Source: an optimization exercise on an open RTL-to-GDS flow (aim: small area, a short achievable clock period and few clock cycles). Production flows keep margins and buffers that such runs may drop. At most, simulation tests tie the RTL to the original design; equivalence was not proved.

Setup of tundra:
==> module dividor_rtl, before the edit <==
module dividor_rtl #(parameter SIZE=16)
		(
			input clk, rst, start,
			input [SIZE-1:0] a, b,
			output [SIZE-1:0] m,
			output [9:0] f,
			output done,
			output div0);
		localparam IDLE  = 3'd0;
		localparam FIRST = 3'd1;     
		localparam INT   = 3'd2;
		localparam MUL   = 3'd3;
		localparam FRAC  = 3'd4;
		localparam FIN   = 3'd5;
		reg [2:0] state;
		reg [2:0] cnt;           
		reg [15:0] b_r;
		reg [17:0] b3;           
		reg [15:0] p;            
		reg [15:0] q;            
		reg [9:0] fr;            
		reg [1:0] nb;            
		reg short;               
		reg [8:1] sh;            
		integer i;
		function [15:0] below_lead(input [15:0] x);
			reg [15:0] s1, s2, s4;
			begin
				s1 = x | (x >> 1);
				s2 = s1 | (s1 >> 2);
				s4 = s2 | (s2 >> 4);
				below_lead = (s4 | (s4 >> 8)) >> 1;
			end
		endfunction
		wire [15:0] bs = below_lead(b);
		wire [8:0] z;
		genvar j;
		generate for (j = 0; j < 8; j = j + 1) begin : g_z
			wire [31:0] lim = ({16'd0, bs} << (2*j)) | ((32'd1 << (2*j)) - 32'd1);
			assign z[j] = ~|(a & ~lim[15:0]);
		end endgenerate
		assign z[8] = 1'b1;
		reg [31:0] a_sh;
		always @(*) begin
			a_sh = 32'd0;
			for (i = 1; i <= 8; i = i + 1)
				if (sh[i]) a_sh = a_sh | ({q, 16'd0} >> (2*i));
		end
		wire [17:0] t = {p, nb};
		wire [18:0] d1 = {1'b0, t} - {3'b0, b_r};
		wire [18:0] d2 = {1'b0, t} - {2'b0, b_r, 1'b0};
		wire [18:0] d3 = {1'b0, t} - {1'b0, b3};
		wire [1:0] qq = !d3[18] ? 2'd3 : !d2[18] ? 2'd2 : !d1[18] ? 2'd1 : 2'd0;
		wire [15:0] p_step = !d3[18] ? d3[15:0] : !d2[18] ? d2[15:0] : !d1[18] ? d1[15:0] : t[15:0];
		wire [25:0] n1000 = {p, 10'd0} - {6'd0, p, 4'd0} - {7'd0, p, 3'd0};
		wire mul_now = (state == MUL) || (state == FIRST && short);
		always @(posedge clk or posedge rst)
			if (rst)
				state <= IDLE;
			else case (state)
				IDLE:  if (start) state <= FIRST;
				FIRST: state <= !short ? INT : (p == 16'd0) ? FIN : FRAC;
				INT:   if (cnt == 3'd0) state <= MUL;
				MUL:   state <= (p == 16'd0) ? FIN : FRAC;
				FRAC:  if (cnt == 3'd0) state <= FIN;
				default: state <= IDLE;
			endcase
		always @(posedge clk) begin
			b3 <= {1'b0, b_r, 1'b0} + {2'b0, b_r};
			for (i = 1; i <= 8; i = i + 1)
				sh[i] <= z[i] & ~z[i-1];
			if (state == IDLE) begin
				b_r <= b;
				short <= z[0];
			end
			case (state)
				IDLE: begin
					p <= a;
					q <= a;
				end
				INT: begin
					p <= p_step;
					q <= {q[13:0], qq};
					cnt <= cnt - 3'd1;
				end
				FIRST, MUL: begin
					if (mul_now) begin
						p <= n1000[25:10];
						cnt <= 3'd4;
					end else begin
						p <= a_sh[31:16];
						q <= a_sh[15:0];
						cnt <= {sh[8] | sh[7] | sh[6] | sh[5], sh[8] | sh[7] | sh[4] | sh[3], sh[8] | sh[6] | sh[4] | sh[2]};
					end
				end
				default: begin
					p <= p_step;
					cnt <= cnt - 3'd1;
				end
			endcase
			if (mul_now)
				nb <= n1000[9:8];
			else if (state == FIRST)
				nb <= a_sh[15:14];
			else if (state == INT)
				nb <= q[13:12];
			else
				nb <= fr[7:6];
			if (mul_now)
				fr <= n1000[9:0];
			else
				fr <= {fr[7:0], qq};
		end
		assign m = short ? 16'd0 : q;
		assign f = fr;
		assign done = (state == FIN);
		assign div0 = (b_r == 16'd0);
endmodule
Settings: LEC_CHECK=0, CAP_MARGIN=20, CORE_MARGIN=2, CORE_UTILIZATION=40, SETUP_SLACK_MARGIN=4.0, SLEW_MARGIN=20; clock period 7.5 ns.
run.sh (not shown) runs the stock make flow with config.mk's settings and CLKGATE_MAP_FILE= SYNTH_SCRIPT=/design/flow/synth_recipe.tcl, a recipe that flattens the netlist after the stock synthesis.
tundra finished every stage and its layout cleared the timing, design-rule and antenna checks.
Input-level comparison between garnet and tundra:
-- flow/design.v --
<<< tundra, line 21
		reg [9:0] fr;            
		reg [1:0] nb;            
		reg short;               
		reg [8:1] sh;            
		integer i;
		function [15:0] below_lead(input [15:0] x);
			reg [15:0] s1, s2, s4;
			begin
				s1 = x | (x >> 1);
				s2 = s1 | (s1 >> 2);
				s4 = s2 | (s2 >> 4);
				below_lead = (s4 | (s4 >> 8)) >> 1;
			end
		endfunction
		wire [15:0] bs = below_lead(b);
		wire [8:0] z;
		genvar j;
		generate for (j = 0; j < 8; j = j + 1) begin : g_z
			wire [31:0] lim = ({16'd0, bs} << (2*j)) | ((32'd1 << (2*j)) - 32'd1);
			assign z[j] = ~|(a & ~lim[15:0]);
		end endgenerate
		assign z[8] = 1'b1;
		reg [31:0] a_sh;
		always @(*) begin
			a_sh = 32'd0;
			for (i = 1; i <= 8; i = i + 1)
				if (sh[i]) a_sh = a_sh | ({q, 16'd0} >> (2*i));
		end
		wire [17:0] t = {p, nb};
		wire [18:0] d1 = {1'b0, t} - {3'b0, b_r};
>>> garnet, line 21
		reg [9:0] fr;            
		reg [1:0] nb;            
		reg [4:0] la, lb;        
		reg short_r;             
		integer i;
		function [4:0] bitlen(input [15:0] x);
			integer k;
			begin
				bitlen = 5'd0;
				for (k = 0; k < 16; k = k + 1)
					if (x[k]) bitlen = k + 1;
			end
		endfunction
		wire short = la < lb;
		wire [4:0] dl = la - lb;             
		wire [2:0] k = dl[3:1];              
		wire [31:0] a_sh = {2'b00, q, 14'd0} >> {k, 1'b0};
		wire [17:0] t = {p, nb};
		wire [18:0] d1 = {1'b0, t} - {3'b0, b_r};
<<< tundra, line 68
		always @(posedge clk) begin
			b3 <= {1'b0, b_r, 1'b0} + {2'b0, b_r};
			for (i = 1; i <= 8; i = i + 1)
				sh[i] <= z[i] & ~z[i-1];
			if (state == IDLE) begin
				b_r <= b;
				short <= z[0];
			end
			case (state)
				IDLE: begin
>>> garnet, line 57
		always @(posedge clk) begin
			b3 <= {1'b0, b_r, 1'b0} + {2'b0, b_r};
			la <= bitlen(a);
			lb <= bitlen(b);
			if (state == IDLE)
				b_r <= b;
			if (state == FIRST)
				short_r <= short;
			case (state)
				IDLE: begin
<<< tundra, line 91
						p <= a_sh[31:16];
						q <= a_sh[15:0];
						cnt <= {sh[8] | sh[7] | sh[6] | sh[5], sh[8] | sh[7] | sh[4] | sh[3], sh[8] | sh[6] | sh[4] | sh[2]};
					end
				end
>>> garnet, line 80
						p <= a_sh[31:16];
						q <= a_sh[15:0];
						cnt <= k;
					end
				end
<<< tundra, line 112
				fr <= {fr[7:0], qq};
		end
		assign m = short ? 16'd0 : q;
		assign f = fr;
		assign done = (state == FIN);
>>> garnet, line 101
				fr <= {fr[7:0], qq};
		end
		assign m = short_r ? 16'd0 : q;
		assign f = fr;
		assign done = (state == FIN);
==> comparison <==
- Flip-flop and latch count, garnet vs tundra: up by a few percent
- Relative to tundra, the routed length on met3 measured on garnet has decreased by more than 10%.
- Across garnet and tundra, none had a timing, DRC or antenna violation.
- NOTE: register share of the cell area in garnet exceeds that of tundra
- garnet has post-detailed-placement cell area below what tundra had.
- Comparing garnet with tundra, the share of async-settable or async-resettable flops after synthesis came out essentially unchanged.
- Share of the synthesized netlist area taken by xor and xnor gates (garnet over tundra): increase, 0.54 points
- Min area added between synthesis and finish across garnet and tundra: tundra
- Diff garnet and tundra: portion of netlist area occupied by mux cells lower in tundra
Testbench counts of garnet, summed over its fixed seeds: cycles 15,606.
The RTL of tundra was laid out without a check of its function.

========
dividor_rtl, a different RTL version from the one above (not shown whole).
Size: roughly 1200 cells after synthesis, ~93 flip-flops.
==> module dividor_rtl, before the edit <==
module dividor_rtl #(parameter SIZE=16)
		(
			input clk, rst, start,
			input [SIZE-1:0] a, b,
			output [SIZE-1:0] m,
			output [9:0] f,
			output done,
			output div0);
		localparam IDLE = 3'd0;
		localparam PREP = 3'd1;
		localparam INT  = 3'd2;
		localparam MUL  = 3'd3;
		localparam FRAC = 3'd4;
		localparam FIN  = 3'd5;
		reg [2:0] state;
		reg [2:0] cnt;           
		reg [15:0] b_r;
		reg [17:0] b3;           
		reg [15:0] p;            
		reg [15:0] q;            
		reg [9:0] fr;            
		reg [1:0] nb;            
		reg short;               
		function [15:0] below_lead(input [15:0] x);
			reg [15:0] s1, s2, s4;
			begin
				s1 = x | (x >> 1);
				s2 = s1 | (s1 >> 2);
				s4 = s2 | (s2 >> 4);
				below_lead = (s4 | (s4 >> 8)) >> 1;
			end
		endfunction
		wire [15:0] bs = below_lead(b);
		wire [8:0] z;
		genvar j;
		generate for (j = 0; j < 8; j = j + 1) begin : g_z
			wire [31:0] lim = ({16'd0, bs} << (2*j)) | ((32'd1 << (2*j)) - 32'd1);
			assign z[j] = ~|(a & ~lim[15:0]);
		end endgenerate
		assign z[8] = 1'b1;
		integer i;
		reg [8:1] sh;            
		reg [31:0] a_sh;
		always @(*) begin
			a_sh = 32'd0;
			for (i = 1; i <= 8; i = i + 1)
				if (sh[i]) a_sh = a_sh | ({q, 16'd0} >> (2*i));
		end
		wire [17:0] t = {p, nb};
		wire [18:0] d1 = {1'b0, t} - {3'b0, b_r};
		wire [18:0] d2 = {1'b0, t} - {2'b0, b_r, 1'b0};
		wire [18:0] d3 = {1'b0, t} - {1'b0, b3};
		wire [1:0] qq = !d3[18] ? 2'd3 : !d2[18] ? 2'd2 : !d1[18] ? 2'd1 : 2'd0;
		wire [15:0] p_step = !d3[18] ? d3[15:0] : !d2[18] ? d2[15:0] : !d1[18] ? d1[15:0] : t[15:0];
		wire [25:0] n1000 = {p, 10'd0} - {6'd0, p, 4'd0} - {7'd0, p, 3'd0};
		always @(posedge clk or posedge rst)
			if (rst)
				state <= IDLE;
			else case (state)
				IDLE: if (start) state <= z[0] ? MUL : PREP;
				PREP: state <= INT;
				INT:  if (cnt == 3'd0) state <= MUL;
				MUL:  state <= (p == 16'd0) ? FIN : FRAC;
				FRAC: if (cnt == 3'd0) state <= FIN;
				default: state <= IDLE;
			endcase
		always @(posedge clk) begin
			b3 <= {1'b0, b_r, 1'b0} + {2'b0, b_r};
			case (state)
				IDLE: begin
					b_r <= b;
					p <= a;
					q <= a;
					short <= z[0];
					for (i = 1; i <= 8; i = i + 1)
						sh[i] <= z[i] & ~z[i-1];
				end
				PREP: begin
					p <= a_sh[31:16];
					q <= a_sh[15:0];
					cnt <= {sh[8] | sh[7] | sh[6] | sh[5], sh[8] | sh[7] | sh[4] | sh[3], sh[8] | sh[6] | sh[4] | sh[2]};
				end
				INT: begin
					p <= p_step;
					q <= {q[13:0], qq};
					cnt <= cnt - 3'd1;
				end
				MUL: begin
					p <= n1000[25:10];
					cnt <= 3'd4;
				end
				default: begin
					p <= p_step;
					cnt <= cnt - 3'd1;
				end
			endcase
			case (state)
				PREP: nb <= a_sh[15:14];
				INT:  nb <= q[13:12];
				MUL:  nb <= n1000[9:8];
				default: nb <= fr[7:6];
			endcase
			if (state == MUL)
				fr <= n1000[9:0];
			else
				fr <= {fr[7:0], qq};
		end
		assign m = short ? 16'd0 : q;
		assign f = fr;
		assign done = (state == FIN);
		assign div0 = (b_r == 16'd0);
endmodule
clock: 7.5 ns
lec_check: 0
cap_margin: 20
core_margin: 2
core_utilization: 40
setup_slack_margin: 4.0
slew_margin: 20
The starting point completed with no timing, DRC or antenna violations.
==> next run, changes <==
--- a/flow/design.v
+++ b/flow/design.v
@@ -19,34 +19,33 @@
 		reg [15:0] p;            
 		reg [15:0] q;            
 		reg [9:0] fr;            
 		reg [1:0] nb;            
-		reg short;               
 		function [15:0] below_lead(input [15:0] x);
-			reg [15:0] s1, s2, s4;
+			integer k;
 			begin
-				s1 = x | (x >> 1);
-				s2 = s1 | (s1 >> 2);
-				s4 = s2 | (s2 >> 4);
-				below_lead = (s4 | (s4 >> 8)) >> 1;
+				below_lead[15] = 1'b0;
+				for (k = 14; k >= 0; k = k - 1)
+					below_lead[k] = below_lead[k+1] | x[k+1];
 			end
 		endfunction
-		wire [15:0] bs = below_lead(b);
+		wire a_short = ~|(a & ~below_lead(b));
+		wire [15:0] bs = below_lead(b_r);
 		wire [8:0] z;
 		genvar j;
 		generate for (j = 0; j < 8; j = j + 1) begin : g_z
 			wire [31:0] lim = ({16'd0, bs} << (2*j)) | ((32'd1 << (2*j)) - 32'd1);
-			assign z[j] = ~|(a & ~lim[15:0]);
+			assign z[j] = ~|(q & ~lim[15:0]);
 		end endgenerate
 		assign z[8] = 1'b1;
 		integer i;
-		reg [8:1] sh;            
-		reg [31:0] a_sh;
+		reg [3:0] nj;
 		always @(*) begin
-			a_sh = 32'd0;
-			for (i = 1; i <= 8; i = i + 1)
-				if (sh[i]) a_sh = a_sh | ({q, 16'd0} >> (2*i));
+			nj = 4'd8;
+			for (i = 7; i >= 0; i = i - 1)
+				if (z[i]) nj = i;
 		end
+		wire [31:0] a_sh = {q, 16'd0} >> {nj, 1'b0};
 		wire [17:0] t = {p, nb};
 		wire [18:0] d1 = {1'b0, t} - {3'b0, b_r};
 		wire [18:0] d2 = {1'b0, t} - {2'b0, b_r, 1'b0};
 		wire [18:0] d3 = {1'b0, t} - {1'b0, b3};
@@ -56,30 +55,27 @@
 		always @(posedge clk or posedge rst)
 			if (rst)
 				state <= IDLE;
 			else case (state)
-				IDLE: if (start) state <= z[0] ? MUL : PREP;
+				IDLE: if (start) state <= a_short ? MUL : PREP;
 				PREP: state <= INT;
 				INT:  if (cnt == 3'd0) state <= MUL;
 				MUL:  state <= (p == 16'd0) ? FIN : FRAC;
 				FRAC: if (cnt == 3'd0) state <= FIN;
 				default: state <= IDLE;
 			endcase
 		always @(posedge clk) begin
-			b3 <= {1'b0, b_r, 1'b0} + {2'b0, b_r};
 			case (state)
 				IDLE: begin
 					b_r <= b;
+					b3 <= {1'b0, b, 1'b0} + {2'b0, b};
 					p <= a;
-					q <= a;
-					short <= z[0];
-					for (i = 1; i <= 8; i = i + 1)
-						sh[i] <= z[i] & ~z[i-1];
+					q <= a_short ? 16'd0 : a;
 				end
 				PREP: begin
 					p <= a_sh[31:16];
 					q <= a_sh[15:0];
-					cnt <= {sh[8] | sh[7] | sh[6] | sh[5], sh[8] | sh[7] | sh[4] | sh[3], sh[8] | sh[6] | sh[4] | sh[2]};
+					cnt <= nj[2:0] - 3'd1;
 				end
 				INT: begin
 					p <= p_step;
 					q <= {q[13:0], qq};
@@ -104,9 +100,9 @@
 				fr <= n1000[9:0];
 			else
 				fr <= {fr[7:0], qq};
 		end
-		assign m = short ? 16'd0 : q;
+		assign m = q;
 		assign f = fr;
 		assign done = (state == FIN);
 		assign div0 = (b_r == 16'd0);
 endmodule
After rerunning: The changed run finished clean; global-route usage went up by 3.7 points; fmax shrinks by about 0.8%; die area shrinks by about 6%; worst setup slack loses 0.029 ns; wire length went up by about 8%; sequential cell count fell by 10; non-clock buffer count goes up by 29; final area rises by 1.5%; sequential share of layout area fell by 1.2 points.
No functional check of the RTL was part of any run of this note.

## what the ideal ports hide
The flow's constraints put no driver on any port. The routed layouts listed below were extracted and timed again, unchanged, in two steps.
Step 1, drivers: a clkbuf_16 drives clk and a buf_2 each remaining input, both assumed.
Step 2 also shifts input and output timing later by t, the mid clock arrival at the registers, as if the neighbouring blocks saw the same clock.
Slacks: no drivers / after step 1 / after step 2; pairs: no drivers / after step 1.
run | t, ns | setup WS [ns] | cell pins on the clock port's net
tundra | 0.398 | 4.041 / 3.993 / 3.750 | 1
garnet | 0.408 | 4.092 / 4.046 / 4.157 | 1
the first run of note 2 | 0.403 | 4.036 / 3.988 / 3.717 | 1
the second run of note 2 | 0.395 | 4.007 / 3.959 / 3.682 | 1
After both steps setup and hold are still met in every run listed. For the second run of note 2, which loses most, drivers alone change the setup slack by -0.048 ns; drivers and shift together by -0.325 ns.
